Source: an optimization exercise on an open RTL-to-GDS flow (aim: small area and a short achievable clock period). Production flows keep margins and buffers that such runs may drop. RTL that was checked went through simulation tests only; none was proved equivalent to the original. Only the layout flow was run in runs 8 and 9; the RTL was not checked for function there. No run shown here takes its clock network from TritonCTS; it comes from the design's own scripts or RTL. The flow treats the clock pin as an ideal source. Dropping or thinning the clock tree relies on that and would not hold on a real chip. Power and IR drop assume default switching activity.

==> flow/standard.sh <==
#!/bin/bash
# synth_recipe.tcl (not shown) runs the flow's synth.tcl, then flattens the netlist and writes it again
# the make line also repeats each setting of config.mk as NAME=value (left out here)
make -C /OpenROAD-flow-scripts/flow DESIGN_CONFIG=/design/flow/config.mk WORK_HOME=/design/flow/orfs CLKGATE_MAP_FILE= SYNTH_SCRIPT=/design/flow/synth_recipe.tcl "${@:-finish}"
==> flow/flow/cts_post.tcl <==
# Replace the H-tree that clock_tree_synthesis built with a flat tree: the clock port
# drives NGRP buffers, each driving the flip-flops of one region of the core.
set ngrp 4
set bufcell sky130_fd_sc_hd__clkbuf_16
set block [ord::get_db_block]
set db [ord::get_db]
set clk_net [$block findNet clk]

# the flip-flop clock pins and the clock buffers, by walking the clock nets from the port
set sinks {}
set bufs {}
set todo [list $clk_net]
set nets {}
while {[llength $todo]} {
  set net [lindex $todo 0]
  set todo [lrange $todo 1 end]
  lappend nets $net
  foreach it [$net getITerms] {
    if {[$it isOutputSignal]} { continue }
    set inst [$it getInst]
    set m [[$inst getMaster] getName]
    if {[string match "*clkbuf*" $m] || [string match "*clkinv*" $m] || [string match "*buf*" $m] || [string match "*inv*" $m]} {
      lappend bufs $inst
      foreach o [$inst getITerms] {
        if {[$o isOutputSignal] && [$o getNet] ne "NULL"} { lappend todo [$o getNet] }
      }
    } else {
      lappend sinks $it
    }
  }
}
puts "flat clock: [llength $sinks] sinks, removing [llength $bufs] buffers"
foreach it $sinks { $it disconnect }
foreach inst $bufs {
  foreach o [$inst getITerms] { if {[$o getNet] ne "NULL"} { $o disconnect } }
  odb::dbInst_destroy $inst
}
foreach net $nets { if {$net ne $clk_net} { odb::dbNet_destroy $net } }

# split the sinks into ngrp groups: by x into halves, then each half by y
proc sink_xy {it} {
  set b [[$it getInst] getBBox]
  return [list [expr {([$b xMin] + [$b xMax]) / 2}] [expr {([$b yMin] + [$b yMax]) / 2}]]
}
set pts {}
foreach it $sinks { lappend pts [concat [sink_xy $it] [list $it]] }
set byx [lsort -integer -index 0 $pts]
set half [expr {[llength $byx] / 2}]
set groups {}
foreach part [list [lrange $byx 0 [expr {$half - 1}]] [lrange $byx $half end]] {
  if {$ngrp == 4} {
    set byy [lsort -integer -index 1 $part]
    set h2 [expr {[llength $byy] / 2}]
    lappend groups [lrange $byy 0 [expr {$h2 - 1}]] [lrange $byy $h2 end]
  } else {
    lappend groups $part
  }
}
set master [$db findMaster $bufcell]
set g 0
foreach grp $groups {
  set sx 0; set sy 0
  foreach p $grp { incr sx [lindex $p 0]; incr sy [lindex $p 1] }
  set cx [expr {$sx / [llength $grp]}]
  set cy [expr {$sy / [llength $grp]}]
  set b [odb::dbInst_create $block $master "clkflat_$g"]
  $b setLocation $cx $cy
  $b setPlacementStatus PLACED
  set n [odb::dbNet_create $block "clkflat_net_$g"]
  $n setSigType CLOCK
  [$b findITerm A] connect $clk_net
  [$b findITerm X] connect $n
  foreach p $grp { [lindex $p 2] connect $n }
  puts "group $g: [llength $grp] sinks, buffer at $cx $cy"
  incr g
}
detailed_placement
estimate_parasitics -placement
report_checks -path_delay min_max -format end -group_path_count 3
report_clock_skew

# setup repair against the flat tree (the CTS step's own repair is skipped)
repair_timing_helper -setup
detailed_placement
estimate_parasitics -placement
report_checks -path_delay max -format end -group_path_count 3
==> flow/design.v <==
module mul_radix2 #(
    parameter int BIT_WIDTH = 32
) (
    input  logic        clk,
    input  logic        rst,
    input  logic        start,
    input  logic [3:0]  data_in,
    output logic [3:0]  data_out,
    output logic        data_out_valid,
    output logic        result_complete,
    output logic        ready
);
    logic [2:0]  m;
    wire  s_idle = (ready & ~m[0]) | result_complete;
    wire  s_one  = ready & m[0];
    wire  s_recv = ~ready & ~data_out_valid;               
    wire  s_step = data_out_valid & ~result_complete;      
    always_ff @(posedge clk) begin
        if (rst) begin
            ready           <= 1'b1;
            data_out_valid  <= 1'b0;
            result_complete <= 1'b0;
            m               <= 3'd0;
        end else if (s_idle) begin
            ready           <= 1'b1;
            data_out_valid  <= 1'b0;
            result_complete <= 1'b0;
            m               <= {2'd0, start};
        end else if (s_one) begin
            ready           <= 1'b0;
            m               <= 3'd0;
        end else if (s_recv) begin
            if (m == 3'd7) data_out_valid <= 1'b1;
            m <= m + 3'd1;
        end else begin
            if (m == 3'd6) result_complete <= 1'b1;
            m <= m + 3'd1;
        end
    end
    wire a_en  = ~((s_recv & m[2] & m[1]) | s_step);
    wire stepn = (s_recv & m[2] & m[1]) | (s_step & ~(m[2] & m[1]));
    logic [31:0] a_n;      
    logic [27:0] s_reg;    
    logic [12:0] k_reg;    
    logic [1:0]  k0;       
    logic        one0, two0, neg0, one1, two1, neg1;
    wire xm1   = neg1;
    wire [2:0] g0 = {data_in[1], data_in[0], xm1};
    wire [2:0] g1 = {data_in[3], data_in[2], data_in[1]};
    wire n_one0 = stepn & (g0[1] ^ g0[0]);
    wire n_two0 = stepn & ((g0[2] & ~g0[1] & ~g0[0]) | (~g0[2] & g0[1] & g0[0]));
    wire n_neg0 = stepn & g0[2];
    wire n_one1 = stepn & (g1[1] ^ g1[0]);
    wire n_two1 = stepn & ((g1[2] & ~g1[1] & ~g1[0]) | (~g1[2] & g1[1] & g1[0]));
    wire n_neg1 = stepn & g1[2];
    wire [32:0] a_ext = {~a_n, 1'b0};
    always_ff @(posedge clk) begin
        if (a_en)
            a_n <= {~data_in, a_n[31:4]};
        one0 <= n_one0; two0 <= n_two0; neg0 <= n_neg0;
        one1 <= n_one1; two1 <= n_two1; neg1 <= n_neg1;
    end
    logic [31:0] r0, r1;
    always_comb begin
        for (int i = 0; i < 32; i++)
            r0[i] = ((one0 & a_ext[i+1]) | (two0 & a_ext[i])) ^ neg0;
        r1[0] = neg1;
        r1[1] = neg1;
        for (int i = 2; i < 32; i++)
            r1[i] = ((one1 & a_ext[i-1]) | (two1 & a_ext[i-2])) ^ neg1;
    end
    wire [31:0] x, yc;
    for (genvar i = 0; i < 28; i++) begin : g_csa
        mul_radix2_fa u_fa (.a(s_reg[i]), .b(r0[i]), .c(r1[i]), .s(x[i]), .co(yc[i]));
    end
    for (genvar i = 28; i < 31; i++) begin : g_csa_top
        mul_radix2_ha u_ha (.a(r0[i]), .b(r1[i]), .s(x[i]), .co(yc[i]));
    end
    assign x[31]  = r0[31] ^ r1[31];
    assign yc[31] = 1'b0;               
    wire [31:0] y  = {yc[30:0], neg1};      
    wire [5:0] nib = {2'd0, x[3:0]} + {2'd0, y[3:0]} + {4'd0, k0} + {5'd0, neg0}
                   + {3'd0, k_reg[0], 2'd0};
    wire [31:4] sum;
    wire [13:0] bc;                         
    wire [13:0] bm;                         
    for (genvar j = 0; j < 12; j++) begin : g_blk
        mul_radix2_fa u_lo (.a(x[2*j+4]), .b(y[2*j+4]), .c(k_reg[j+1]), .s(sum[2*j+4]), .co(bm[j]));
        mul_radix2_fa u_hi (.a(x[2*j+5]), .b(y[2*j+5]), .c(bm[j]), .s(sum[2*j+5]), .co(bc[j]));
    end
    mul_radix2_ha u_lo12 (.a(x[28]), .b(y[28]), .s(sum[28]), .co(bm[12]));
    mul_radix2_fa u_hi12 (.a(x[29]), .b(y[29]), .c(bm[12]), .s(sum[29]), .co(bc[12]));
    mul_radix2_ha u_lo13 (.a(x[30]), .b(y[30]), .s(sum[30]), .co(bm[13]));
    assign sum[31] = x[31] ^ y[31] ^ bm[13];
    assign bc[13]  = 1'b0;              
    always_ff @(posedge clk) begin
        s_reg    <= sum[31:4];
        k_reg    <= bc[12:0];
        k0       <= nib[5:4];
        data_out <= nib[3:0];
    end
endmodule
module mul_radix2_fa (
    input  logic a,
    input  logic b,
    input  logic c,
    output logic s,
    output logic co
);
    assign s  = a ^ b ^ c;
    assign co = (a & b) | (a & c) | (b & c);
endmodule
module mul_radix2_ha (
    input  logic a,
    input  logic b,
    output logic s,
    output logic co
);
    assign s  = a ^ b;
    assign co = a & b;
endmodule
==> flow/constraint.sdc <==
create_clock -name core_clock -period 10.0 [get_ports {clk}]
set_input_delay 2.0000 -clock core_clock [delete_from_list [all_inputs] [get_ports {clk}]]
set_output_delay 2.0000 -clock core_clock [all_outputs]
set_load 0.01 [all_outputs]
==> flow/config.mk <==
export PLATFORM = sky130hd
export DESIGN_NAME = mul_radix2
export DESIGN_NICKNAME = mul_radix2
export VERILOG_FILES = /design/flow/design.v
export SDC_FILE = /design/flow/constraint.sdc
export NUM_CORES = 4
export LEC_CHECK = 0
export ABC_AREA = 1
export CAP_MARGIN = 20
export CORE_MARGIN = 2
export CORE_UTILIZATION = 75
export SLEW_MARGIN = 20
export SYNTH_HIERARCHICAL = 1
export SYNTH_MINIMUM_KEEP_SIZE = 0
==> flow/flow/run.sh <==
#!/bin/bash
# The standard layout (standard.sh) with three changes:
#  - the port buffers are plain buf_2 cells;
#  - the clock tree is flat: after CTS, flow/cts_post.tcl replaces the H-tree with
#    four clkbuf_16, one per quarter of the flip-flops, all driven by the clock port;
#  - repair_timing aims for a setup slack of 7.25 ns; the CTS step's own repair is
#    skipped and run in cts_post.tcl once the flat tree is in place.
# Each tool's output goes to the logs standard.sh writes under orfs/logs; the make
# output goes to flow_standard.log.
set -euo pipefail
export BUFFER_PORTS_ARGS="-buffer_cell sky130_fd_sc_hd__buf_2"
export CTS_ARGS="-sink_clustering_enable -repair_clock_nets -dont_use_dummy_load -buf_list sky130_fd_sc_hd__clkbuf_8"
export SETUP_SLACK_MARGIN=7.25
export SKIP_CTS_REPAIR_TIMING=1
export POST_CTS_TCL="$(pwd)/flow/cts_post.tcl"
bash standard.sh > flow_standard.log 2>&1
==> results.toml, run 1 <==
[status]
status = "finished clean"

[clock_tree]
clk_pin_slew_ps = 90
clk_latency_ps = 160
cts_sinks = 91

[drt]
vias = 3090
ant_nets = 0
drc = 0
drt-pass1-iter-count = 5
vias_per_cell = 6.27
wirelength_microns = 10600
drt_iter0_markers = 220
wl_per_cell_microns = 21.5

[power_and_ir_drop]
p_sw_frac = 0.190
net-switching-power_mw = 0.110
p_total_mw = 0.578
power_leakage_nw = 2.87
clkPwrFrac = 0.288
p_per_area_mw_per_mm2 = 105
p_comb_frac = 0.018
vdd_drop_max_v = 0.000105
p_int_mw = 0.468
power_frac_seq = 0.694

[synth]
synth_nets = 471
synth_adder_area_share = 0.257
synth_most_common_cell = "xor2_1"
synth-simple-area-share = 0.0479
synth_commonest_cells = "63 x xor2_1, 59 x dfxtp_1, 57 x fa_1"
async_reset_ff_frac = 0
synth_top_family_by_area = "adder cells"
synthCells = 394
syn_area_sq_mm = 0.00506
seq_area_frac_synth = 0.423
synth_compound_area_frac = 0.107
synth_area_leaders = "dfxtp_1 23%, fa_1 23%, edfxtp_1 19%"
ys_ff_latch = 91
synth_cell_types = 23
synth_mux_area_frac = 0
synth_top_area_share = 0.233
ys_warn_count = 7
yosysTopAreaCell = "dfxtp_1"
synth_ff_type = "dfxtp_1"
synth-edff-count = 32
synth.avg_cell_area_sq_um = 12.9
synth_xor_area_frac = 0.109

[hold_path]
hold_end = "a_n[27]"
worstHoldPathCells = 0
min_from = "a_n[31]"
hold_class = "reg -> reg"

[timing]
min_period_ps = 2820
tightest_slew_ps = 431
finalMaxSlewViolations = 0
finalSetupViolCount = 0
timing.final.crit_share = 0.282
slew_headroom = 0.713
final.setup.worst_slack_ps = 7180
finalSetupTns_ps = 0
fin_skew_ps = 8.30
hold_viol_final = 0
fmax_mhz = 355
rsz0062_at_grt = "true"

[critical_path]
r2r_slack_ps = 7180
r2r_cells = 9
rr_startpoint = "a_n[0]"
critPathLaunchType = "flip-flop"
worstSetupPathType = "reg -> reg"
path_max_fanout = 3
crit_path_end_kind = "flip-flop"
crit_start = "a_n[0]"
worstPathArrival_ps = 2870
worstReg2RegEnd = "data_out[2]"
crit_required_ps = 10050

[place]
finalWeightedCongestion = 0.759
hpwl_microns = 6290
port_buffers = 13
dpl_worst_slack_ps = 6630
dp_cells = 467

[final_layout]
nNetsFinal = 495
area_delta_synth_final_pct = 8.99
largest_register_ffs = 32
fin_cells = 493
drive_above_1_share = 0.219
antenna_cells = 0

[job]
max_cap_violations = 0

[die]
initial_core_util = 0.789
die_area_sq_mm = 0.00743
core_area_sq_mm = 0.00642
rows = 29
die_h_microns = 86.2
io_pins = 14
dieWidth_microns = 86.2

[global_routing]
grt_pass1_vias = 3181
grt_start_max_net_pins = 33
antenna_found_initial = 0
grtUsageTotal = 0.283
grt_first_pass_wirelength_microns = 15900
grt_overflow = 0
[per-module statistics from Yosys (local to each module, per instance)]
| module | area, sq um | cells | flip-flops and latches | copies in the design |
|---|---|---|---|---|
| mul_radix2 | 3940 | 336 | 91 | 1 |
| mul_radix2_fa | 20.0 | 1 | 0 | 53 |
| mul_radix2_ha | 12.5 | 1 | 0 | 5 |
[stage by stage]
step / cell area, sq um / hold slack [ps] / util
3_3_place_gp: 5070 / 441 / 0.790
2_1_floorplan: 5060 / 426 / -
5_1_grt: 5520 / 493 / 0.860
3_5_place_dp: 5070 / 450 / 0.790
6_report: 5520 / 481 / 0.860
[layout make-up]
| cell class | count | area, sq um |
|---|---|---|
| buffer | 4 | 100 |
| timing repair inverter | 2 | 17.5 |
| multi-input combinational | 254 | 2740 |
| inverter | 31 | 146 |
| tap | 77 | 96.3 |
| fill | 318 | 902 |
| sequential | 91 | 2160 |
| timing repair buffer | 34 | 263 |
[power groups by stage]
stage                     logic (mW)  clock network, mW  registers (mW)
after floorplan              0.00471                  0           0.406
after global placement       0.00698                  0           0.409
after detailed placement     0.00726                  0           0.410
after global routing          0.0113              0.180           0.402
final                         0.0104              0.167           0.401
[cells by family (layout without fill, tap and decap cells)]
group	count (synthesis)	count (layout)
flops	91	91
simple gates	55	55
compound gates	66	66
fa+ha+maj	70	70
buf+inv	49	71
xor+xnor	63	63
[metal layers]
metal / GRT usage / part of all wire / vias to the layer above
li1: - / - / 1367
met4: 0.0795 / 0.039 / 0
met1: 0.397 / 0.39 / 1576
met3: 0.0295 / 0.046 / 31
met2: 0.478 / 0.52 / 116
met5: 0 / 0 / -
[layout by cell type, fill, tap and decap left out, drive strengths merged]
cell type,count
a211oi,1
a21boi,2
a21oi,2
buf,34
clkbuf,4
clkinv,2
dfxtp,59
edfxtp,32
fa,57
ha,13
inv,31
nand2,30
nand3,6
nor2,16
nor3,1
nor3b,2
o211ai,3
o22ai,58
xor2,63
[how the worst max path moves through the flow]
stage	end	slack (ps)	cells past startpoint
2_1_floorplan	k0[0]	7330	10
3_5_place_dp	k0[0]	6630	9
3_3_place_gp	k0[0]	6750	9
5_1_grt	k0[1]	7050	10
6_report	data_out[2]	7180	9
[critical path: stages (launching register included)]
cell,delay (ps)
edfxtp_1,490
inv_2,120
nand2_2,70
xor2_2,150
fa_1,530
fa_1,470
ha_2,220
fa_2,360
buf_4,150
xor2_1,150
==> inputs of run 2 (changes only) <==
--- a/flow/config.mk
+++ b/flow/config.mk
@@ -6,8 +6,7 @@
 export NUM_CORES = 4
 export LEC_CHECK = 0
-export ABC_AREA = 1
 export CAP_MARGIN = 20
 export CORE_MARGIN = 2
-export CORE_UTILIZATION = 75
+export CORE_UTILIZATION = 60
 export SLEW_MARGIN = 20
 export SYNTH_HIERARCHICAL = 1
==> results.toml, run 2 <==
[place]
dp_cells = 454
placed_area_sq_mm = 0.00506
finalWeightedCongestion = 0.775
hpwl_microns = 5500
dpl_worst_slack_ps = 6770
port_buffers = 13

[critical_path]
crit_required_ps = 10090
crit_family = "adder cells"
critPathLaunchType = "flip-flop"
crit_path_end_kind = "flip-flop"
worstReg2RegEnd = "k0[0]"
critical_path_buf_inv_count = 0
worstSetupPathType = "reg -> reg"
cp_slowest_cell = "fa_1"
cpPeakStageDelay_ps = 520
crit_top_cell = "fa_1"
crit_chain = "nand2b_4 > xnor2_2 > fa_1 > fa_1 > ha_4 > fa_2 > a21o_1 > a21oi_2 > xnor2_1"
r2r_cells = 9
rr_startpoint = "a_n[0]"
r2r_slack_ps = 7220
path_max_fanout = 3
worstPathArrival_ps = 2870

[power_and_ir_drop]
p_total_mw = 0.574
p_per_area_mw_per_mm2 = 107
power_leakage_nw = 2.68
vdd_drop_max_v = 0.0000929

[clock_tree]
cts_sinks = 91
clk_pin_slew_ps = 90
clk_latency_ps = 160

[timing]
finalSetupViolCount = 0
slew_headroom = 0.726
tightest_slew_ps = 410
fin_skew_ps = 7.48
finalSetupTns_ps = 0
timing.final.crit_share = 0.278
fmax_mhz = 359
final.setup.worst_slack_ps = 7220
hold_viol_final = 0
rsz0062_at_grt = "true"
finalMaxSlewViolations = 0
min_period_ps = 2780

[final_layout]
drive_above_1_share = 0.205
area_delta_synth_final_pct = 7.81
mostFrequentLayoutCell = "xor2_1"
fin_cells = 470
nNetsFinal = 444
largest_register_ffs = 32
stdcell_area_sq_mm = 0.00537
antenna_cells = 0
mostFrequentLayoutCells = "58 x xor2_1, 56 x fa_1, 52 x dfxtp_1"

[drt]
drt-pass1-iter-count = 4
vias = 2627
drc = 0
wirelength_microns = 8570
vias_per_cell = 5.59
ant_nets = 0
wl_per_cell_microns = 18.2
drt_iter0_markers = 100

[synth]
synth-edff-count = 32
syn_area_sq_mm = 0.00498
synth_ff_type = "dfxtp_1"
synthCells = 355
yosysTopAreaCell = "dfxtp_1"
synth.avg_cell_area_sq_um = 14.0
synth_nets = 432
synth_commonest_cells = "59 x dfxtp_1, 59 x xor2_1, 57 x fa_1"
async_reset_ff_frac = 0
ys_warn_count = 7
synth_area_leaders = "dfxtp_1 24%, fa_1 23%, edfxtp_1 19%"
ys_ff_latch = 91
synth_top_area_share = 0.237
synth_cell_types = 32
seq_area_frac_synth = 0.430

[hold_path]
hold_end = "a_n[27]"
hold_class = "reg -> reg"
worstHoldPathCells = 0
min_from = "a_n[31]"

[status]
status = "finished clean"

[die]
rows = 33
initial_core_util = 0.612
io_pins = 14
die_area_sq_mm = 0.00905
core_area_sq_mm = 0.00813
dieWidth_microns = 95.1
die_h_microns = 95.1

[global_routing]
grt_overflow = 0
antenna_found_initial = 0
grtUsageTotal = 0.199
grt_start_max_net_pins = 37
grt_first_pass_wirelength_microns = 13800
grt_pass1_vias = 2749

[job]
max_cap_violations = 0
[run 2: how the worst max path moves through the flow]
| stage | slack (ps) | cells past startpoint | endpoint | from |
|---|---|---|---|---|
| 2_1_floorplan | 7270 | 10 | k0[0] | neg0 |
| 3_3_place_gp | 6830 | 8 | k0[0] | neg0 |
| 3_5_place_dp | 6770 | 8 | k0[0] | neg0 |
| 5_1_grt | 7140 | 9 | k0[0] | a_n[0] |
| 6_report | 7220 | 9 | k0[0] | a_n[0] |
[run 2: Yosys stat by module (local to each module, per instance)]
module / area [sq um] / cells inside / flops+latches
mul_radix2_fa: 20.0 / 1 / 0
mul_radix2: 3860 / 297 / 91
mul_radix2_ha: 12.5 / 1 / 0
[run 2: cell type report]
| cell class | count | area, sq um |
|---|---|---|
| multi-input cells | 233 | 2710 |
| plain buffers | 4 | 100 |
| well taps | 105 | 131 |
| fillers | 610 | 2760 |
| repair buffers | 24 | 193 |
| repair inverters | 2 | 12.5 |
| flip-flops and latches | 91 | 2160 |
| inverters | 11 | 63.8 |
[run 2: logic make-up after synthesis]
kind of cell	share of synthesized area
DFF	0.430
AOI/OAI and AO/OA	0.115
adders and majority gates	0.262
xor gates and xnor gates	0.126
buffers and inverters	0.0409
and+or+nand+nor	0.0271
[run 2: layer usage]
layer / part of all wire / vias up / track usage
met4: 0.011 / 0 / 0.0495
met5: 0 / - / 0
li1: - / 1251 / -
met2: 0.49 / 33 / 0.307
met1: 0.48 / 1335 / 0.300
met3: 0.023 / 8 / 0.0261
[run 2: stage by stage]
step / hold slack (ps) / util
floorplan: 428 / -
global placement: 456 / 0.622
detailed placement: 450 / 0.622
global route: 503 / 0.660
finish: 465 / 0.660
[run 2: power by group]
part	total, mW	leakage [nW]	switching, mW	internal (mW)
Clock	0.165	0.0493	0.0917	0.0732
Combinational	0.00865	1.81	0.00348	0.00517
Sequential	0.401	0.818	0.0116	0.389
==> inputs of run 3 (changes only) <==
--- a/flow/config.mk
+++ b/flow/config.mk
@@ -6,7 +6,8 @@
 export NUM_CORES = 4
 export LEC_CHECK = 0
+export ABC_AREA = 1
 export CAP_MARGIN = 20
 export CORE_MARGIN = 2
-export CORE_UTILIZATION = 60
+export CORE_UTILIZATION = 50
 export SLEW_MARGIN = 20
 export SYNTH_HIERARCHICAL = 1
==> results.toml, run 3 <==
[status]
status = "finished clean"

[die]
die_area_sq_mm = 0.0110
initial_core_util = 0.516
die_h_microns = 105
core_area_sq_mm = 0.00982
io_pins = 14
dieWidth_microns = 105
rows = 36

[critical_path]
r2r_cells = 8
crit_required_ps = 10050
worstPathArrival_ps = 2760
worstSetupPathType = "reg -> reg"
cp_slowest_cell = "fa_1"
crit_family = "adder cells"
path_max_fanout = 4
critical_path_buf_inv_count = 2
critPathLaunchType = "flip-flop"
cpPeakStageDelay_ps = 530
crit_chain = "buf_6 > o22ai_2 > xor2_1 > fa_1 > fa_1 > fa_2 > buf_4 > xor2_1"
crit_path_end_kind = "flip-flop"
crit_cells = 8

[synth]
synth-edff-count = 32
synth_commonest_cells = "63 x xor2_1, 59 x dfxtp_1, 57 x fa_1"
yosysTopAreaCell = "dfxtp_1"
synth_top_area_share = 0.233
synth_top_family_by_area = "adder cells"
synth_nets = 471
synth.avg_cell_area_sq_um = 12.9
synth_most_common_cell = "xor2_1"
synth_area_leaders = "dfxtp_1 23%, fa_1 23%, edfxtp_1 19%"
ys_warn_count = 7
synth_cell_types = 23
synth_ff_type = "dfxtp_1"
synthCells = 394
async_reset_ff_frac = 0
syn_area_sq_mm = 0.00506
synth_compound_area_frac = 0.107
seq_area_frac_synth = 0.423
synth_mux_area_frac = 0
synth_xor_area_frac = 0.109
synth_adder_area_share = 0.257
synth-simple-area-share = 0.0479
ys_ff_latch = 91

[hold_path]
worstHoldPathCells = 0
hold_class = "reg -> reg"

[final_layout]
stdcell_area_sq_mm = 0.00556
area_delta_synth_final_pct = 9.83
fillCellCount = 850
mostFrequentLayoutCell = "xor2_1"
largest_register_ffs = 32
nNetsFinal = 494
drive_above_1_share = 0.207
mostFrequentLayoutCells = "61 x xor2_1, 56 x fa_1, 54 x dfxtp_1"
antenna_cells = 0

[power_and_ir_drop]
vdd_drop_max_v = 0.0000903
p_total_mw = 0.575
p_per_area_mw_per_mm2 = 103
power_leakage_nw = 2.87

[timing]
fin_skew_ps = 5.29
finalMaxSlewViolations = 0
fmax_mhz = 369
timing.final.crit_share = 0.271
finalSetupViolCount = 0
finalSetupTns_ps = 0
rsz0062_at_grt = "true"
min_period_ps = 2710
tightest_slew_ps = 412
final.setup.worst_slack_ps = 7290
slew_headroom = 0.726
hold_viol_final = 0

[drt]
drt_iter0_markers = 136
wirelength_microns = 9020
vias = 2869
wl_per_cell_microns = 16.5
drc = 0
drt-pass1-iter-count = 4
ant_nets = 0
vias_per_cell = 5.24

[clock_tree]
clk_pin_slew_ps = 90
clk_latency_ps = 150
cts_sinks = 91

[place]
port_buffers = 13
dpl_worst_slack_ps = 6700
placed_area_sq_mm = 0.00514
hpwl_microns = 5780
finalWeightedCongestion = 0.757

[global_routing]
grt_overflow = 0
grt_first_pass_wirelength_microns = 14300
grt_pass1_vias = 2881
grt_start_max_net_pins = 33
grtUsageTotal = 0.166
antenna_found_initial = 0

[job]
max_cap_violations = 0
## run 3: path summary, 6_finish.rpt
kind	slack, ps	endpoint	from
max	7290	data_out[2]	a_n[1]
min	460	a_n[27]	a_n[31]
max reg2reg	7290	data_out[2]	a_n[1]
min reg2reg	460	a_n[27]	a_n[31]
## run 3: cell type report
class                      instances  area, sq um  area share
multi-input combinational        254         2710       0.487
sequential                        91         2160       0.388
timing repair buffer              33          264      0.0475
tap                              133          166      0.0299
inverter                          31          146      0.0263
buffer                             4          100      0.0180
timing repair inverter             2         17.5     0.00315
## run 3: metal layers
metal / wire length (microns) / GRT usage / vias up
met2: 4450 / 0.270 / 47
met5: 0 / 0 / -
met3: 268 / 0.0187 / 5
met4: 103 / 0.0457 / 0
met1: 4200 / 0.237 / 1446
li1: - / - / 1371
## run 3: modules after synthesis (local to each module, per instance)
module         cell area, sq um  flip-flops and latches
mul_radix2_ha              12.5                       0
mul_radix2_fa              20.0                       0
mul_radix2                 3940                      91
## run 3: stage by stage
step | cells | utilization | hold slack [ps]
detailed placement | 523 | 0.524 | 436
global route | 548 | 0.567 | 463
global placement | 523 | 0.524 | 442
finish | 548 | 0.567 | 456
floorplan | 394 | - | 426
## run 3: logic make-up (layout without fill, tap and decap cells)
kind of cell,after synthesis,in the layout
DFF,91,91
adders and majority gates,70,70
AOI/OAI and AO/OA,66,66
xor gates and xnor gates,63,63
and+or+nand+nor,55,55
buffers and inverters,49,70
## run 3: report_power, final
group	switching, mW	internal [mW]
Sequential	0.0112	0.389
Combinational	0.00395	0.00492
Clock	0.0925	0.0733
Total	0.108	0.467
==> inputs of run 4 (changes only) <==
--- a/flow/config.mk
+++ b/flow/config.mk
@@ -9,5 +9,5 @@
 export CAP_MARGIN = 20
 export CORE_MARGIN = 2
-export CORE_UTILIZATION = 50
+export CORE_UTILIZATION = 68
 export SLEW_MARGIN = 20
 export SYNTH_HIERARCHICAL = 1
==> results.toml, run 4 <==
[synth]
ys_warn_count = 7
synth_compound_area_frac = 0.107
synth_top_area_share = 0.233
seq_area_frac_synth = 0.423
synth_xor_area_frac = 0.109
yosysTopAreaCell = "dfxtp_1"
synth_cell_types = 23
synth_most_common_cell = "xor2_1"
synth_nets = 471
synth_commonest_cells = "63 x xor2_1, 59 x dfxtp_1, 57 x fa_1"
synth_area_leaders = "dfxtp_1 23%, fa_1 23%, edfxtp_1 19%"
async_reset_ff_frac = 0
synth-simple-area-share = 0.0479
synth_adder_area_share = 0.257
synth_top_family_by_area = "adder cells"
synthCells = 394
synth-edff-count = 32
synth_mux_area_frac = 0
synth_ff_type = "dfxtp_1"
syn_area_sq_mm = 0.00506
ys_ff_latch = 91
synth.avg_cell_area_sq_um = 12.9

[die]
die_area_sq_mm = 0.00815
core_area_sq_mm = 0.00721
die_h_microns = 90.3
rows = 31
io_pins = 14
dieWidth_microns = 90.3
initial_core_util = 0.702

[global_routing]
met1_usage = 0.318
antenna_found_initial = 0
grt_overflow = 0
grt_first_pass_wirelength_microns = 14500
top_usage_layer = "met2"
grt_start_max_net_pins = 33
grtUsageTotal = 0.226
grt_util_met3 = 0.0250
use_met2 = 0.383
grt_pass1_vias = 2960

[final_layout]
area_delta_synth_final_pct = 5.85
antenna_cells = 0
drive_above_1_share = 0.164
mostFrequentLayoutCell = "xor2_1"
fillCellCount = 505
largest_register_ffs = 32
nNetsFinal = 481
mostFrequentLayoutCells = "62 x xor2_1, 56 x fa_1, 54 x dfxtp_1"

[timing]
slew_headroom = 0.732
timing.final.crit_share = 0.272
tightest_slew_ps = 402
finalSetupViolCount = 0
fin_skew_ps = 8.83
rsz0062_at_grt = "true"
finalSetupTns_ps = 0
min_period_ps = 2720
hold_viol_final = 0
finalMaxSlewViolations = 0
fmax_mhz = 367

[power_and_ir_drop]
power_leakage_nw = 2.80
vdd_drop_max_v = 0.000103
p_total_mw = 0.573
p_per_area_mw_per_mm2 = 107

[place]
port_buffers = 13
hpwl_microns = 5630
finalWeightedCongestion = 0.724

[clock_tree]
clk_latency_ps = 160
clk_pin_slew_ps = 90
cts_sinks = 91

[drt]
vias_per_cell = 5.59
drt-pass1-iter-count = 4
ant_nets = 0
drt_iter0_markers = 174
wl_per_cell_microns = 16.7
vias = 2802
drc = 0
wirelength_microns = 8370

[hold_path]
hold_class = "reg -> reg"

[critical_path]
path_max_fanout = 3
worstSetupPathType = "reg -> reg"
crit_required_ps = 10050
worstPathArrival_ps = 2770
r2r_slack_ps = 7280
crit_path_end_kind = "flip-flop"
critPathLaunchType = "flip-flop"

[job]
max_cap_violations = 0

[status]
status = "finished clean"
[run 4: changes by cell type in the layout (fill, tap and decap cells not counted), sizes merged]
cell / delta
clkinv: -2
buf: -11
[run 4: area by class of cell]
cell class	count	area [sq um]	share of cell area
Tap cell	99	124	0.0231
Buffer	4	100	0.0187
Timing Repair Buffer	22	165	0.0308
Multi-Input combinational cell	254	2680	0.500
Inverter	31	136	0.0254
Sequential cell	91	2160	0.402
[run 4: stage by stage]
stage | cells | hold WS (ps) | setup slack, ps | instance area (sq um) | utilization
global route | 501 | 496 | 7140 | 5360 | 0.743
finish | 501 | 479 | 7280 | 5360 | 0.743
global placement | 489 | 441 | 6740 | 5100 | 0.707
detailed placement | 489 | 452 | 6690 | 5100 | 0.707
floorplan | 394 | 426 | 7330 | 5060 | -
[run 4: path summary, 6_finish.rpt]
check | startpoint | end | cells past startpoint
min | a_n[31] | a_n[27] | 0
min reg2reg | a_n[31] | a_n[27] | 0
max reg2reg | a_n[0] | k0[0] | 10
max | a_n[0] | k0[0] | 10
[run 4: cell families after synthesis]
kind of cell	Yosys count
compound gates	66
flops	91
buf+inv	49
xor+xnor	63
simple gates	55
fa+ha+maj	70
[run 4: routing by layer]
metal,part of all wire,up-vias
li1,-,1338
met2,0.51,42
met3,0.028,8
met4,0.012,0
met1,0.45,1414
met5,0,-
[run 4: report_power, final]
group	switching, mW	internal, mW
clock network	0.0916	0.0732
logic	0.00370	0.00406
registers	0.0112	0.389
total	0.106	0.467
[run 4: Yosys stat by module, one instance, submodules excluded]
module         cells  flip-flops and latches  times used
mul_radix2       336                      91           1
mul_radix2_fa      1                       0          53
mul_radix2_ha      1                       0           5
[run 4: critical path, cell delays in order (launching register included)]
cell      delay, ps
edfxtp_1        470
inv_1           110
nand2_1          70
xor2_1          160
fa_1            520
fa_1            410
ha_1            230
fa_2            350
nand3_1          70
nand3_1          80
xor2_1          140
==> inputs of run 5 (changes only) <==
--- a/flow/config.mk
+++ b/flow/config.mk
@@ -9,5 +9,5 @@
 export CAP_MARGIN = 20
 export CORE_MARGIN = 2
-export CORE_UTILIZATION = 68
+export CORE_UTILIZATION = 60
 export SLEW_MARGIN = 20
 export SYNTH_HIERARCHICAL = 1
==> results.toml, run 5 <==
[power_and_ir_drop]
p_comb_frac = 0.014
power_leakage_nw = 2.81
p_int_mw = 0.467
power_frac_seq = 0.697
p_per_area_mw_per_mm2 = 106
p_sw_frac = 0.187
clkPwrFrac = 0.289
net-switching-power_mw = 0.107
vdd_drop_max_v = 0.0000749

[drt]
wl_per_cell_microns = 17.0
ant_nets = 0
vias = 2755
drc = 0
drt-pass1-iter-count = 4
drt_iter0_markers = 133
wirelength_microns = 8630
vias_per_cell = 5.41

[critical_path]
path_max_fanout = 5
cpPeakStageDelay_ps = 380
crit_path_end_kind = "primary output"
crit_family = "flip-flops"
crit_chain = "buf_2"
worstSetupPathType = "reg -> out"
rr_startpoint = "a_n[0]"
worstPathArrival_ps = 680
cp_slowest_cell = "dfxtp_2"
crit_start = "data_out_valid"
critical_path_buf_inv_count = 1
crit_required_ps = 8000
critPathLaunchType = "flip-flop"

[place]
port_buffers = 13
placed_area_sq_mm = 0.00511
hpwl_microns = 5770
finalWeightedCongestion = 0.714

[synth]
synthCells = 394
syn_area_sq_mm = 0.00506
synth.avg_cell_area_sq_um = 12.9
async_reset_ff_frac = 0
yosysTopAreaCell = "dfxtp_1"
ys_warn_count = 7
synth_most_common_cell = "xor2_1"
synth_cell_types = 23
synth_nets = 471
seq_area_frac_synth = 0.423
synth-edff-count = 32
synth_area_leaders = "dfxtp_1 23%, fa_1 23%, edfxtp_1 19%"
ys_ff_latch = 91
synth_commonest_cells = "63 x xor2_1, 59 x dfxtp_1, 57 x fa_1"
synth_ff_type = "dfxtp_1"
synth_top_area_share = 0.233

[final_layout]
nNetsFinal = 483
stdcell_area_sq_mm = 0.00542
area_delta_synth_final_pct = 6.97
mostFrequentLayoutCells = "62 x xor2_1, 55 x fa_1, 54 x dfxtp_1"
mostFrequentLayoutCell = "xor2_1"
largest_register_ffs = 32
drive_above_1_share = 0.178
antenna_cells = 0

[clock_tree]
clk_latency_ps = 150
cts_sinks = 91
clk_pin_slew_ps = 90

[global_routing]
antenna_found_initial = 0
grt_first_pass_wirelength_microns = 14100
grt_pass1_vias = 2877
grt_start_max_net_pins = 33
grtUsageTotal = 0.205
grt_overflow = 0

[timing]
min_period_ps = 2680
rsz0062_at_grt = "true"
timing.final.crit_share = 0.268
fmax_mhz = 373
finalMaxSlewViolations = 0
slew_headroom = 0.728
tightest_slew_ps = 408
finalSetupTns_ps = 0
finalSetupViolCount = 0
hold_viol_final = 0
fin_skew_ps = 6.98

[die]
dieWidth_microns = 95.9
core_area_sq_mm = 0.00822
die_h_microns = 95.9
rows = 33
die_area_sq_mm = 0.00919
io_pins = 14
initial_core_util = 0.616

[hold_path]
min_from = "a_n[31]"
hold_class = "reg -> reg"

[status]
status = "finished clean"

[job]
max_cap_violations = 0
[run 5: area by class of cell]
cell class,instances,area [sq um]
fill,646,2800
multi-input combinational,254,2700
sequential,91,2160
timing repair buffer,23,180
inverter,31,141
tap,105,131
buffer,4,100
timing repair inverter,1,8.76
[run 5: routing by layer]
| layer | routed length (microns) | track usage | vias up | share of wire |
|---|---|---|---|---|
| li1 | - | - | 1341 | - |
| met1 | 4100 | 0.286 | 1378 | 0.47 |
| met2 | 4240 | 0.333 | 30 | 0.49 |
| met3 | 210 | 0.0423 | 6 | 0.024 |
| met4 | 85 | 0.0476 | 0 | 0.0098 |
| met5 | 0 | 0 | - | 0 |
[run 5: cells by family (layout without fill, tap and decap cells)]
group	count (synthesis)	in the layout	share of synthesized area
compound gates	66	66	0.107
xor+xnor	63	63	0.109
fa+ha+maj	70	70	0.257
buf+inv	49	59	0.0556
flops	91	91	0.423
simple gates	55	55	0.0479
[run 5: Yosys stat by module (local to each module, per instance)]
module         copies in the design  area, sq um
mul_radix2                        1         3940
mul_radix2_fa                    53         20.0
mul_radix2_ha                     5         12.5
[run 5: path summary, 6_finish.rpt]
check / end / slack [ps] / cells past startpoint
setup / recovery: data_out_valid / 7320 / 1
hold reg to reg: a_n[27] / 470 / 0
hold / removal: a_n[27] / 470 / 0
setup reg to reg: k0[0] / 7350 / 10
[run 5: power by group through the flow]
stage / clock [mW] / sequential, mW / combinational [mW]
2_1_floorplan: 0 / 0.406 / 0.00471
3_3_place_gp: 0 / 0.409 / 0.00707
3_5_place_dp: 0 / 0.409 / 0.00727
5_1_grt: 0.180 / 0.402 / 0.00915
6_report: 0.166 / 0.400 / 0.00794
[run 5: per-stage QoR]
| step | hold WS (ps) | instances | setup WS (ps) | total power [mW] | utilization |
|---|---|---|---|---|---|
| finish | 466 | 509 | 7320 | 0.574 | 0.659 |
| global route | 484 | 509 | 7220 | 0.591 | 0.659 |
| detailed placement | 441 | 495 | 6680 | 0.417 | 0.622 |
| global placement | 443 | 495 | 6740 | 0.416 | 0.622 |
| floorplan | 426 | 394 | 7330 | 0.411 | - |
[run 5: worst register-to-register path: stages, from the launching register on]
cell and delay [ps]:
edfxtp_1 460, inv_2 80, nand2_1 70, xor2_1 160, fa_1 520, fa_1 420
ha_2 200, fa_2 340, nand3_1 80, nand3_1 80, xor2_1 140
==> inputs of run 6 (changes only) <==
--- a/flow/flow/run.sh
+++ b/flow/flow/run.sh
@@ -4,5 +4,5 @@
 #  - the clock tree is flat: after CTS, flow/cts_post.tcl replaces the H-tree with
 #    four clkbuf_16, one per quarter of the flip-flops, all driven by the clock port;
-#  - repair_timing aims for a setup slack of 7.25 ns; the CTS step's own repair is
+#  - repair_timing aims for a setup slack of 7.40 ns; the CTS step's own repair is
 #    skipped and run in cts_post.tcl once the flat tree is in place.
 # Each tool's output goes to the logs standard.sh writes under orfs/logs; the make
@@ -11,5 +11,5 @@
 export BUFFER_PORTS_ARGS="-buffer_cell sky130_fd_sc_hd__buf_2"
 export CTS_ARGS="-sink_clustering_enable -repair_clock_nets -dont_use_dummy_load -buf_list sky130_fd_sc_hd__clkbuf_8"
-export SETUP_SLACK_MARGIN=7.25
+export SETUP_SLACK_MARGIN=7.40
 export SKIP_CTS_REPAIR_TIMING=1
 export POST_CTS_TCL="$(pwd)/flow/cts_post.tcl"
--- a/flow/config.mk
+++ b/flow/config.mk
@@ -6,5 +6,4 @@
 export NUM_CORES = 4
 export LEC_CHECK = 0
-export ABC_AREA = 1
 export CAP_MARGIN = 20
 export CORE_MARGIN = 2
==> results.toml, run 6 <==
[power_and_ir_drop]
power_frac_seq = 0.697
clkPwrFrac = 0.285
p_int_mw = 0.467
net-switching-power_mw = 0.106
vdd_drop_max_v = 0.0000936
power_leakage_nw = 2.72
p_per_area_mw_per_mm2 = 105
p_sw_frac = 0.185
p_total_mw = 0.573
p_comb_frac = 0.017

[drt]
dr.max_layer_used = "met4"
vias = 2671
met2WireLength_microns = 4340
met1_length_microns = 4160
drc = 0
wl_per_cell_microns = 18.6
drt-pass1-iter-count = 4
met3_length_microns = 233
wirelength_microns = 8830
ant_nets = 0
drt_iter0_markers = 133
vias_per_cell = 5.64

[critical_path]
crit_start = "one0"
r2r_cells = 10
worstReg2RegEnd = "k0[0]"
crit_required_ps = 10080
cp_slowest_cell = "fa_1"
critical_path_buf_inv_count = 1
crit_cells = 10
critPathLaunchType = "flip-flop"
crit_family = "adder cells"
crit_top_cell = "fa_1"
cpPeakStageDelay_ps = 520
rr_startpoint = "one0"
crit_path_end_kind = "flip-flop"
r2r_slack_ps = 7230
worstPathArrival_ps = 2850
crit_chain = "buf_4 > nand2b_4 > xnor2_2 > fa_1 > fa_1 > ha_2 > fa_2 > a21o_1 > a21oi_2 > xnor2_1"
path_max_fanout = 3
worstSetupPathType = "reg -> reg"

[global_routing]
grt_overflow = 0
grtUsageTotal = 0.212
grt_first_pass_wirelength_microns = 14500
antenna_found_initial = 0
grt_pass1_vias = 2841
grt_start_max_net_pins = 33

[die]
dieWidth_microns = 95.1
die_area_sq_mm = 0.00905
rows = 33
io_pins = 14
initial_core_util = 0.612
core_area_sq_mm = 0.00813
die_h_microns = 95.1

[synth]
synth_nets = 432
synth.avg_cell_area_sq_um = 14.0
synth_area_leaders = "dfxtp_1 24%, fa_1 23%, edfxtp_1 19%"
ys_warn_count = 7
synth_commonest_cells = "59 x dfxtp_1, 59 x xor2_1, 57 x fa_1"
synth_top_area_share = 0.237
synth-edff-count = 32
yosysTopAreaCell = "dfxtp_1"
synthCells = 355
syn_area_sq_mm = 0.00498
ys_ff_latch = 91
async_reset_ff_frac = 0
synth_cell_types = 32
seq_area_frac_synth = 0.430
synth_ff_type = "dfxtp_1"

[timing]
whs_ps = 462
finalSetupTns_ps = 0
final.setup.worst_slack_ps = 7230
slew_headroom = 0.728
finalMaxSlewViolations = 0
rsz0062_at_grt = "true"
fmax_mhz = 361
timing.final.crit_share = 0.277
hold_viol_final = 0
finalSetupViolCount = 0
min_period_ps = 2770
fin_skew_ps = 7.14
tightest_slew_ps = 407

[place]
placed_area_sq_mm = 0.00506
finalWeightedCongestion = 0.707
port_buffers = 13
dpl_worst_slack_ps = 6740
dp_cells = 454
hpwl_microns = 5760

[clock_tree]
cts_sinks = 91
clk_latency_ps = 150
clk_pin_slew_ps = 90

[final_layout]
fin_cells = 474
area_delta_synth_final_pct = 9.14
antenna_cells = 0
multi_input_area_sq_mm = 0.00271
nNetsFinal = 448
stdcell_area_sq_mm = 0.00544
drive_above_1_share = 0.225
mostFrequentLayoutCells = "58 x xor2_1, 56 x fa_1, 50 x dfxtp_1"
fin_util = 0.668
mostFrequentLayoutCell = "xor2_1"
largest_register_ffs = 32
fillCellCount = 585
regArea_sq_mm = 0.00217

[status]
status = "finished clean"

[hold_path]
min_from = "a_n[31]"
hold_end = "a_n[27]"
worstHoldPathCells = 0
hold_class = "reg -> reg"

[job]
max_cap_violations = 0
run 6: cell count changes after synthesis, sizes merged, moves of 3 or more:
cell,delta
buf,+4
a21oi,+4
nand2,-27
o211ai,-3
nor2,-8
inv,-20
nand3,-3
xor2,-4
xnor2,+9
run 6: kinds of logic after synthesis:
| logic type | synth area share |
|---|---|
| AND/OR/NAND/NOR | 0.0271 |
| flip-flops | 0.430 |
| XOR/XNOR | 0.126 |
| AO/OA/AOI/OAI | 0.115 |
| adder cells (fa/ha/maj) | 0.262 |
| buffers and inverters | 0.0409 |
run 6: Yosys stat by module, one instance, submodules excluded:
module / cells / area, sq um / flip-flops and latches
mul_radix2: 297 / 3860 / 91
mul_radix2_fa: 1 / 20.0 / 0
mul_radix2_ha: 1 / 12.5 / 0
run 6: layout make-up:
cell class | instances | area share
Buffer | 4 | 0.0184
Inverter | 11 | 0.0127
Multi-Input combinational cell | 233 | 0.498
Sequential cell | 91 | 0.399
Tap cell | 105 | 0.0242
Timing Repair Buffer | 28 | 0.0458
Timing Repair inverter | 2 | 0.00230
run 6: power by group through the flow:
stage / Combinational [mW] / Sequential (mW) / Clock (mW)
6_report: 0.00981 / 0.400 / 0.164
5_1_grt: 0.0107 / 0.402 / 0.182
3_5_place_dp: 0.00725 / 0.410 / 0
3_3_place_gp: 0.00712 / 0.410 / 0
2_1_floorplan: 0.00454 / 0.407 / 0
run 6: routing by layer:
metal | up-vias | GRT usage
met5 | - | 0
met3 | 6 | 0.0237
met2 | 32 | 0.342
met4 | 0 | 0.0568
met1 | 1365 | 0.308
li1 | 1268 | -
run 6: worst max-delay path by stage:
stage,end,slack (ps)
2_1_floorplan,k0[0],7290
3_3_place_gp,k0[0],6830
6_report,k0[0],7230
5_1_grt,k0[0],7110
3_5_place_dp,k0[0],6740
==> inputs of run 7 (changes only) <==
--- a/flow/flow/run.sh
+++ b/flow/flow/run.sh
@@ -4,5 +4,5 @@
 #  - the clock tree is flat: after CTS, flow/cts_post.tcl replaces the H-tree with
 #    four clkbuf_16, one per quarter of the flip-flops, all driven by the clock port;
-#  - repair_timing aims for a setup slack of 7.40 ns; the CTS step's own repair is
+#  - repair_timing aims for a setup slack of 7.50 ns; the CTS step's own repair is
 #    skipped and run in cts_post.tcl once the flat tree is in place.
 # Each tool's output goes to the logs standard.sh writes under orfs/logs; the make
@@ -11,5 +11,5 @@
 export BUFFER_PORTS_ARGS="-buffer_cell sky130_fd_sc_hd__buf_2"
 export CTS_ARGS="-sink_clustering_enable -repair_clock_nets -dont_use_dummy_load -buf_list sky130_fd_sc_hd__clkbuf_8"
-export SETUP_SLACK_MARGIN=7.40
+export SETUP_SLACK_MARGIN=7.50
 export SKIP_CTS_REPAIR_TIMING=1
 export POST_CTS_TCL="$(pwd)/flow/cts_post.tcl"
==> results.toml, run 7 <==
[global_routing]
grt_start_max_net_pins = 33
grtUsageTotal = 0.217
antenna_found_initial = 0
grt_overflow = 0
grt_first_pass_wirelength_microns = 14700
grt_pass1_vias = 2892

[critical_path]
r2r_slack_ps = 7270
crit_start = "a_n[0]"
cp-endpoint = "k0[0]"
path_max_fanout = 3
worstSetupPathType = "reg -> reg"
r2r_cells = 9
critPathLaunchType = "flip-flop"
worstReg2RegEnd = "k0[0]"
crit_path_end_kind = "flip-flop"
crit_family = "adder cells"
crit_required_ps = 10080
cp_slowest_cell = "fa_1"
crit_cells = 9
crit_chain = "buf_6 > or2b_1 > xnor2_1 > fa_1 > fa_1 > ha_4 > a21o_1 > a21oi_2 > xnor2_1"
worstPathArrival_ps = 2810
rr_startpoint = "a_n[0]"
critical_path_buf_inv_count = 1
cpPeakStageDelay_ps = 550

[drt]
drt-pass1-iter-count = 4
ant_nets = 0
wirelength_microns = 8980
drt_iter0_markers = 98
wl_per_cell_microns = 18.4
vias = 2769
drc = 0
vias_per_cell = 5.66

[timing]
tightest_slew_ps = 406
rsz0062_at_grt = "true"
finalSetupTns_ps = 0
finalSetupViolCount = 0
fmax_mhz = 366
fin_skew_ps = 9.33
min_period_ps = 2730
hold_viol_final = 0
slew_headroom = 0.729
timing.final.crit_share = 0.273
finalMaxSlewViolations = 0

[clock_tree]
cts_sinks = 91
clk_pin_slew_ps = 90
clk_latency_ps = 160

[place]
placed_area_sq_mm = 0.00507
finalWeightedCongestion = 0.722
hpwl_microns = 5740
port_buffers = 13

[final_layout]
largest_register_ffs = 32
mostFrequentLayoutCells = "58 x xor2_1, 55 x fa_1, 50 x dfxtp_1"
antenna_cells = 0
mostFrequentLayoutCell = "xor2_1"
stdcell_area_sq_mm = 0.00561
area_delta_synth_final_pct = 12.6
drive_above_1_share = 0.273
nNetsFinal = 463

[synth]
synth-edff-count = 32
synth_top_area_share = 0.237
synth_area_leaders = "dfxtp_1 24%, fa_1 23%, edfxtp_1 19%"
synth_commonest_cells = "59 x dfxtp_1, 59 x xor2_1, 57 x fa_1"
synth_nets = 432
ys_warn_count = 7
ys_ff_latch = 91
yosysTopAreaCell = "dfxtp_1"
async_reset_ff_frac = 0
seq_area_frac_synth = 0.430
synth_ff_type = "dfxtp_1"
syn_area_sq_mm = 0.00498
synthCells = 355
synth.avg_cell_area_sq_um = 14.0
synth_cell_types = 32

[die]
dieWidth_microns = 95.1
initial_core_util = 0.612
die_area_sq_mm = 0.00905
io_pins = 14
die_h_microns = 95.1
core_area_sq_mm = 0.00813
rows = 33

[status]
status = "finished clean"

[hold_path]
hold_class = "reg -> reg"
min_from = "a_n[31]"

[power_and_ir_drop]
vdd_drop_max_v = 0.0000782
power_leakage_nw = 2.80
p_per_area_mw_per_mm2 = 104

[job]
max_cap_violations = 0
-- run 7: routing by layer --
metal  vias up  wire length, microns  share of wire  track usage
met5         -                     0              0            0
met4         0                   133          0.015       0.0459
met3        13                   432          0.048       0.0403
met2        68                  4400           0.49        0.352
met1      1395                  4010           0.45        0.307
li1       1293                     -              -            -
-- run 7: logic make-up after synthesis --
| kind of cell | Yosys count | share of synthesized area |
|---|---|---|
| flops | 91 | 0.430 |
| xor+xnor | 69 | 0.126 |
| buf+inv | 31 | 0.0409 |
| simple gates | 23 | 0.0271 |
| fa+ha+maj | 70 | 0.262 |
| compound gates | 71 | 0.115 |
-- run 7: worst register-to-register path: stages, from the launching register on --
cell	delay, ps
edfxtp_1	440
buf_6	150
or2b_1	220
xnor2_1	170
fa_1	450
fa_1	550
ha_4	230
a21o_1	180
a21oi_2	140
xnor2_1	120
-- run 7: per-stage QoR --
stage          total power [mW]  setup slack (ps)  utilization  hold WS, ps  cells
3_3_place_gp              0.418              6830        0.624          453    454
5_1_grt                   0.603              7140        0.690          502    489
6_report                  0.582              7270        0.690          459    489
3_5_place_dp              0.418              6760        0.624          452    454
2_1_floorplan             0.412              7300            -          428    355
-- run 7: power by group --
group	switching (mW)	internal, mW	total [mW]
combinational	0.00689	0.0116	0.0185
clock	0.0908	0.0732	0.164
sequential	0.0105	0.389	0.399
total	0.108	0.474	0.582
-- run 7: layout make-up --
cell class                 count  area (sq um)
buffer                         4           100
fill                         558          2520
inverter                      11          78.8
multi-input combinational    233          2740
sequential                    91          2170
tap                          105           131
timing repair buffer          43           387
timing repair inverter         2          10.0
-- run 7: per-module statistics from Yosys, one instance, submodules excluded --
module,flip-flops and latches,times used,cell area [sq um]
mul_radix2_ha,0,5,12.5
mul_radix2_fa,0,53,20.0
mul_radix2,91,1,3860
-- run 7: worst min-delay path by stage --
stage                   end  slack (ps)  depth (start not counted)
floorplan           a_n[27]         430                          0
global placement    a_n[27]         450                          0
detailed placement  a_n[27]         450                          0
global route        a_n[27]         500                          0
finish              a_n[27]         460                          0
==> inputs of run 8 (changes only) <==
--- a/flow/design.v
+++ b/flow/design.v
@@ -12,29 +12,43 @@
 );
     logic [2:0]  m;
-    wire  s_idle = (ready & ~m[0]) | result_complete;
-    wire  s_one  = ready & m[0];
-    wire  s_recv = ~ready & ~data_out_valid;               
-    wire  s_step = data_out_valid & ~result_complete;      
+    logic        st_r, st_v, st_c;
+    wire  s_idle = (st_r & ~m[0]) | st_c;
+    wire  s_one  = st_r & m[0];
+    wire  s_recv = ~st_r & ~st_v;                          
+    wire  s_step = st_v & ~st_c;                           
+    logic       st_r_d, st_v_d, st_c_d;
+    logic [2:0] m_d;
+    always_comb begin
+        st_r_d = st_r;
+        st_v_d = st_v;
+        st_c_d = st_c;
+        m_d    = m + 3'd1;
+        if (rst) begin
+            st_r_d = 1'b1;
+            st_v_d = 1'b0;
+            st_c_d = 1'b0;
+            m_d    = 3'd0;
+        end else if (s_idle) begin
+            st_r_d = 1'b1;
+            st_v_d = 1'b0;
+            st_c_d = 1'b0;
+            m_d    = {2'd0, start};
+        end else if (s_one) begin
+            st_r_d = 1'b0;
+            m_d    = 3'd0;
+        end else if (s_recv) begin
+            if (m == 3'd7) st_v_d = 1'b1;
+        end else begin
+            if (m == 3'd6) st_c_d = 1'b1;
+        end
+    end
     always_ff @(posedge clk) begin
-        if (rst) begin
-            ready           <= 1'b1;
-            data_out_valid  <= 1'b0;
-            result_complete <= 1'b0;
-            m               <= 3'd0;
-        end else if (s_idle) begin
-            ready           <= 1'b1;
-            data_out_valid  <= 1'b0;
-            result_complete <= 1'b0;
-            m               <= {2'd0, start};
-        end else if (s_one) begin
-            ready           <= 1'b0;
-            m               <= 3'd0;
-        end else if (s_recv) begin
-            if (m == 3'd7) data_out_valid <= 1'b1;
-            m <= m + 3'd1;
-        end else begin
-            if (m == 3'd6) result_complete <= 1'b1;
-            m <= m + 3'd1;
-        end
+        st_r            <= st_r_d;
+        st_v            <= st_v_d;
+        st_c            <= st_c_d;
+        m               <= m_d;
+        ready           <= st_r_d;
+        data_out_valid  <= st_v_d;
+        result_complete <= st_c_d;
     end
     wire a_en  = ~((s_recv & m[2] & m[1]) | s_step);
--- a/flow/flow/run.sh
+++ b/flow/flow/run.sh
@@ -4,5 +4,5 @@
 #  - the clock tree is flat: after CTS, flow/cts_post.tcl replaces the H-tree with
 #    four clkbuf_16, one per quarter of the flip-flops, all driven by the clock port;
-#  - repair_timing aims for a setup slack of 7.50 ns; the CTS step's own repair is
+#  - repair_timing aims for a setup slack of 7.25 ns; the CTS step's own repair is
 #    skipped and run in cts_post.tcl once the flat tree is in place.
 # Each tool's output goes to the logs standard.sh writes under orfs/logs; the make
@@ -11,5 +11,5 @@
 export BUFFER_PORTS_ARGS="-buffer_cell sky130_fd_sc_hd__buf_2"
 export CTS_ARGS="-sink_clustering_enable -repair_clock_nets -dont_use_dummy_load -buf_list sky130_fd_sc_hd__clkbuf_8"
-export SETUP_SLACK_MARGIN=7.50
+export SETUP_SLACK_MARGIN=7.25
 export SKIP_CTS_REPAIR_TIMING=1
 export POST_CTS_TCL="$(pwd)/flow/cts_post.tcl"
==> results.toml, run 8 <==
[hold_path]
hold_class = "reg -> reg"
worstHoldPathCells = 0

[timing]
hold_viol_final = 0
rsz0062_at_grt = "true"
finalSetupTns_ps = 0
fmax_mhz = 359
whs_ps = 475
finalSetupViolCount = 0
fin_skew_ps = 8.00
min_period_ps = 2790
tightest_slew_ps = 480
timing.final.crit_share = 0.279
slew_headroom = 0.679
finalMaxSlewViolations = 0

[critical_path]
critPathLaunchType = "flip-flop"
r2r_cells = 9
crit_required_ps = 10090
crit_path_end_kind = "flip-flop"
path_max_fanout = 3
worstSetupPathType = "reg -> reg"
worstPathArrival_ps = 2880

[power_and_ir_drop]
clkPwrFrac = 0.289
net-switching-power_mw = 0.106
vdd_drop_max_v = 0.0000837
p_comb_frac = 0.014
power_leakage_nw = 2.67
power_frac_seq = 0.697
p_int_mw = 0.467
p_sw_frac = 0.185
p_per_area_mw_per_mm2 = 108

[die]
die_h_microns = 93.6
core_area_sq_mm = 0.00777
io_pins = 14
dieWidth_microns = 93.6
initial_core_util = 0.621
rows = 32
die_area_sq_mm = 0.00877

[synth]
synth_commonest_cells = "60 x o22ai_1, 59 x dfxtp_1, 59 x xor2_1"
synth_cell_types = 30
synth_nets = 432
ys_ff_latch = 91
yosysTopAreaCell = "dfxtp_1"
synth.avg_cell_area_sq_um = 13.6
seq_area_frac_synth = 0.444
synth-edff-count = 32
synth_ff_type = "dfxtp_1"
async_reset_ff_frac = 0
syn_area_sq_mm = 0.00482
synthCells = 355
ys_warn_count = 7
synth_most_common_cell = "o22ai_1"
synth_area_leaders = "dfxtp_1 25%, fa_1 24%, edfxtp_1 20%"
synth_top_area_share = 0.245

[final_layout]
nNetsFinal = 451
mostFrequentLayoutCells = "56 x xor2_1, 56 x o22ai_1, 53 x fa_1, 53 x dfxtp_1, 32 x edfxtp_1"
area_delta_synth_final_pct = 9.76
antenna_cells = 0
largest_register_ffs = 32
drive_above_1_share = 0.185

[drt]
drc = 0
drt_iter0_markers = 94
drt-pass1-iter-count = 4
vias = 2692
wl_per_cell_microns = 17.9
wirelength_microns = 8480
ant_nets = 0
vias_per_cell = 5.68

[job]
max_cap_violations = 0

[place]
finalWeightedCongestion = 0.728
hpwl_microns = 5340
port_buffers = 13

[status]
status = "finished clean"

[global_routing]
grt_pass1_vias = 2891
grt_start_max_net_pins = 33
antenna_found_initial = 0
grt_first_pass_wirelength_microns = 14200
grt_overflow = 0
grtUsageTotal = 0.212

[clock_tree]
clk_pin_slew_ps = 90
cts_sinks = 91
clk_latency_ps = 150
==> run 8: cell count changes in the layout (fill, tap and decap cells not counted), moves of 3 or more <==
| cell | change |
|---|---|
| buf_2 | +7 |
| buf_4 | -11 |
| buf_6 | -7 |
| clkinvlp_4 | +4 |
| dfxtp_1 | +3 |
| o22ai_1 | +23 |
| o22ai_2 | -24 |
==> run 8: kinds of logic after synthesis <==
kind of cell,share of synthesized area
DFF,0.444
buffers and inverters,0.0382
adders and majority gates,0.270
and+or+nand+nor,0.0249
AOI/OAI and AO/OA,0.0924
xor gates and xnor gates,0.130
==> run 8: final cells by class <==
cell class / count / area (sq um)
multi-input cells: 233 / 2600
fillers: 589 / 2480
flip-flops and latches: 91 / 2160
repair buffers: 31 / 240
well taps: 102 / 128
plain buffers: 4 / 100
inverters: 11 / 48.8
repair inverters: 2 / 15.0
==> run 8: metal layers <==
| layer | track usage | up-vias | share of wire |
|---|---|---|---|
| met2 | 0.335 | 39 | 0.48 |
| met4 | 0.0882 | 0 | 0.025 |
| met5 | 0 | - | 0 |
| li1 | - | 1270 | - |
| met1 | 0.300 | 1368 | 0.47 |
| met3 | 0.0282 | 15 | 0.021 |
==> run 8: modules after synthesis, one instance, submodules excluded <==
| module | flip-flops and latches | cell area (sq um) |
|---|---|---|
| mul_radix2 | 91 | 3700 |
| mul_radix2_fa | 0 | 20.0 |
| mul_radix2_ha | 0 | 12.5 |
==> run 8: path summary, 6_finish.rpt <==
| kind | from | to | slack, ps |
|---|---|---|---|
| setup reg to reg | a_n[0] | k0[0] | 7210 |
| hold / removal | a_n[31] | a_n[27] | 480 |
| hold reg to reg | a_n[31] | a_n[27] | 480 |
| setup / recovery | a_n[0] | k0[0] | 7210 |
==> run 8: critical path: stages, from the launching register on <==
cell and delay (ps):
edfxtp_1 450, nand2b_4 180, xnor2_2 130, fa_1 520, fa_1 430, ha_2 210
fa_2 380, a21o_1 170, a21oi_2 130, xnor2_1 120
==> run 8: per-stage QoR <==
stage / utilization / power (mW) / std cells / worst slack [ps] / instance area, sq um
floorplan: - / 0.409 / 355 / 7250 / 4850
global placement: 0.631 / 0.415 / 451 / 6700 / 4900
detailed placement: 0.631 / 0.415 / 451 / 6590 / 4900
global route: 0.681 / 0.592 / 474 / 7150 / 5290
finish: 0.681 / 0.573 / 474 / 7210 / 5290
==> run 8: power by group through the flow <==
| stage | combinational (mW) | clock, mW | sequential, mW |
|---|---|---|---|
| 6_report | 0.00789 | 0.165 | 0.399 |
| 5_1_grt | 0.00893 | 0.182 | 0.401 |
| 2_1_floorplan | 0.00414 | 0 | 0.405 |
| 3_3_place_gp | 0.00673 | 0 | 0.408 |
| 3_5_place_dp | 0.00705 | 0 | 0.408 |
==> inputs of run 9 (changes only) <==
--- a/flow/config.mk
+++ b/flow/config.mk
@@ -6,4 +6,5 @@
 export NUM_CORES = 4
 export LEC_CHECK = 0
+export ABC_AREA = 1
 export CAP_MARGIN = 20
 export CORE_MARGIN = 2
==> results.toml, run 9 <==
[status]
status = "finished clean"

[synth]
synth_nets = 471
ys_warn_count = 7
ys_ff_latch = 91
async_reset_ff_frac = 0
synth.avg_cell_area_sq_um = 12.8
synth_commonest_cells = "64 x xor2_1, 59 x dfxtp_1, 57 x fa_1"
synth_area_leaders = "dfxtp_1 23%, fa_1 23%, edfxtp_1 19%"
synthCells = 394
yosysTopAreaCell = "dfxtp_1"
synth-edff-count = 32
seq_area_frac_synth = 0.426
synth_most_common_cell = "xor2_1"
synth_top_area_share = 0.235
synth_ff_type = "dfxtp_1"
syn_area_sq_mm = 0.00503
synth_cell_types = 22

[timing]
hold_viol_final = 0
finalMaxSlewViolations = 0
tightest_slew_ps = 1020
rsz0062_at_grt = "true"
min_period_ps = 2710
finalSetupTns_ps = 0
finalSetupViolCount = 0
fmax_mhz = 369
final.setup.worst_slack_ps = 7290
slew_headroom = 0.317
timing.final.crit_share = 0.271
fin_skew_ps = 6.51

[critical_path]
crit_required_ps = 10050
crit_chain = "clkinvlp_4 > o22ai_2 > xor2_1 > fa_1 > fa_1 > ha_4 > a21oi_2 > nand2_2 > xor2_1"
crit_path_end_kind = "flip-flop"
worstSetupPathType = "reg -> reg"
crit_family = "adder cells"
cp_slowest_cell = "fa_1"
cpPeakStageDelay_ps = 580
worstPathArrival_ps = 2760
critPathLaunchType = "flip-flop"
critical_path_buf_inv_count = 1
path_max_fanout = 4

[global_routing]
grt_pass1_vias = 2898
grt_start_max_net_pins = 33
grtUsageTotal = 0.211
antenna_found_initial = 0
grt_first_pass_wirelength_microns = 14600
grt_overflow = 0

[drt]
dr.max_layer_used = "met4"
vias_per_cell = 5.47
met1_length_microns = 4040
drt_iter0_markers = 132
met3_length_microns = 273
ant_nets = 0
wirelength_microns = 8910
drc = 0
wl_per_cell_microns = 17.3
vias = 2815
met2WireLength_microns = 4490
drt-pass1-iter-count = 4

[final_layout]
regArea_sq_mm = 0.00216
antenna_cells = 0
multi_input_area_sq_mm = 0.00277
largest_register_ffs = 32
nNetsFinal = 489
fin_util = 0.674
mostFrequentLayoutCell = "xor2_1"
mostFrequentLayoutCells = "61 x xor2_1, 56 x fa_1, 54 x dfxtp_1"
area_delta_synth_final_pct = 9.55
drive_above_1_share = 0.198
fillCellCount = 600

[clock_tree]
clk_latency_ps = 150
cts_sinks = 91
clk_pin_slew_ps = 90

[power_and_ir_drop]
power_leakage_nw = 2.81
vdd_drop_max_v = 0.0000849
p_per_area_mw_per_mm2 = 104

[job]
max_cap_violations = 0

[die]
io_pins = 14
rows = 33
die_area_sq_mm = 0.00913
dieWidth_microns = 95.5
initial_core_util = 0.615
die_h_microns = 95.5
core_area_sq_mm = 0.00818

[place]
port_buffers = 13
dpl_worst_slack_ps = 6720
finalWeightedCongestion = 0.748
hpwl_microns = 5800

[hold_path]
hold_class = "reg -> reg"
run 9: cell count changes after synthesis, moves of 3 or more:
cell and delta:
nand2_1 +31, o22ai_1 -22, inv_1 +14, xnor2_1 -7, nor2_1 +6, xor2_1 +5
o22ai_2 +20, nand3_1 +3, buf_2 -4
run 9: worst reg2reg max path, cell delays in order, from the launching register on:
cell	delay, ps
dfxtp_4	370
clkinvlp_4	170
o22ai_2	190
xor2_1	250
fa_1	460
fa_1	580
ha_4	230
a21oi_2	150
nand2_2	70
xor2_1	140
run 9: layout make-up:
class                      instances  area share
inverter                          27      0.0207
timing repair inverter             2     0.00273
buffer                             4      0.0182
sequential                        91       0.392
multi-input combinational        258       0.502
tap                              105      0.0238
timing repair buffer              28      0.0409
run 9: per-stage QoR:
step / hold WS, ps / cells / power [mW] / area, sq um
floorplan: 426 / 394 / 0.412 / 5030
global placement: 473 / 494 / 0.418 / 5100
detailed placement: 480 / 494 / 0.418 / 5100
global route: 518 / 515 / 0.597 / 5510
finish: 491 / 515 / 0.576 / 5510
run 9: worst paths after layout:
path              slack [ps]               to  cells after the start  startpoint
setup / recovery        7290      data_out[3]                      9        two0
hold / removal           490  result_complete                      2        m[2]
setup reg to reg        7290      data_out[3]                      9        two0
hold reg to reg          490  result_complete                      2        m[2]
run 9: kinds of logic after synthesis:
kind of cell,after synthesis,synth area share
AOI/OAI and AO/OA,66,0.107
buffers and inverters,45,0.0483
DFF,91,0.426
and+or+nand+nor,57,0.0458
xor gates and xnor gates,65,0.113
adders and majority gates,70,0.259
run 9: per-layer routing:
metal / GRT usage / up-vias
met4: 0.0476 / 0
met2: 0.341 / 41
met1: 0.295 / 1410
met3: 0.0443 / 9
met5: 0 / -
li1: - / 1355
run 9: report_power, final:
part | leakage [nW] | internal (mW) | switching, mW | total (mW)
sequential | 0.818 | 0.389 | 0.0119 | 0.401
combinational | 1.95 | 0.00532 | 0.00466 | 0.00999
clock | 0.0493 | 0.0732 | 0.0912 | 0.164
run 9: Yosys stat by module (local to each module, per instance):
module | cells inside | copies in the design | area, sq um | flip-flops and latches
mul_radix2_fa | 1 | 53 | 20.0 | 0
mul_radix2 | 336 | 1 | 3900 | 91
mul_radix2_ha | 1 | 5 | 12.5 | 0

[separate check: timing with driven ports]
In the flow no input, the clock included, has a driving cell. The finished layouts below were timed again as built, in two steps. Step 1, drivers: a clkbuf_16 drives clk and a buf_2 each remaining input, both assumed. Step 2 also shifts input and output timing later by t, the mid clock arrival at the registers, as if the neighbouring blocks saw the same clock. a / b / c = no drivers / after step 1 / after step 2; a / b = the first two.
run | t (ns) | setup slack, ns | worst setup path at the end | clock arrival spread, ns | worst data-port slew with drivers (ns)
run 1 | 0.232 | 7.182 / 7.182 / 7.182 | register to register | 0.008 / 0.008 | 0.03
run 2 | 0.232 | 7.218 / 7.218 / 7.218 | register to register | 0.008 / 0.009 | 0.03
run 3 | 0.234 | 7.290 / 7.230 / 7.290 | register to register | 0.005 / 0.006 | 0.03
run 4 | 0.229 | 7.278 / 7.209 / 7.278 | register to register | 0.008 / 0.009 | 0.03
run 5 | 0.233 | 7.318 / 7.236 / 7.347 | register to register | 0.009 / 0.009 | 0.03
run 6 | 0.234 | 7.228 / 7.228 / 7.228 | register to register | 0.007 / 0.007 | 0.03
run 7 | 0.234 | 7.269 / 7.269 / 7.269 | register to register | 0.011 / 0.011 | 0.06
run 8 | 0.230 | 7.213 / 7.213 / 7.213 | register to register | 0.009 / 0.009 | 0.03
run 9 | 0.233 | 7.289 / 7.218 / 7.289 | register to register | 0.006 / 0.006 | 0.03
After both steps setup and hold are still met in every run listed.
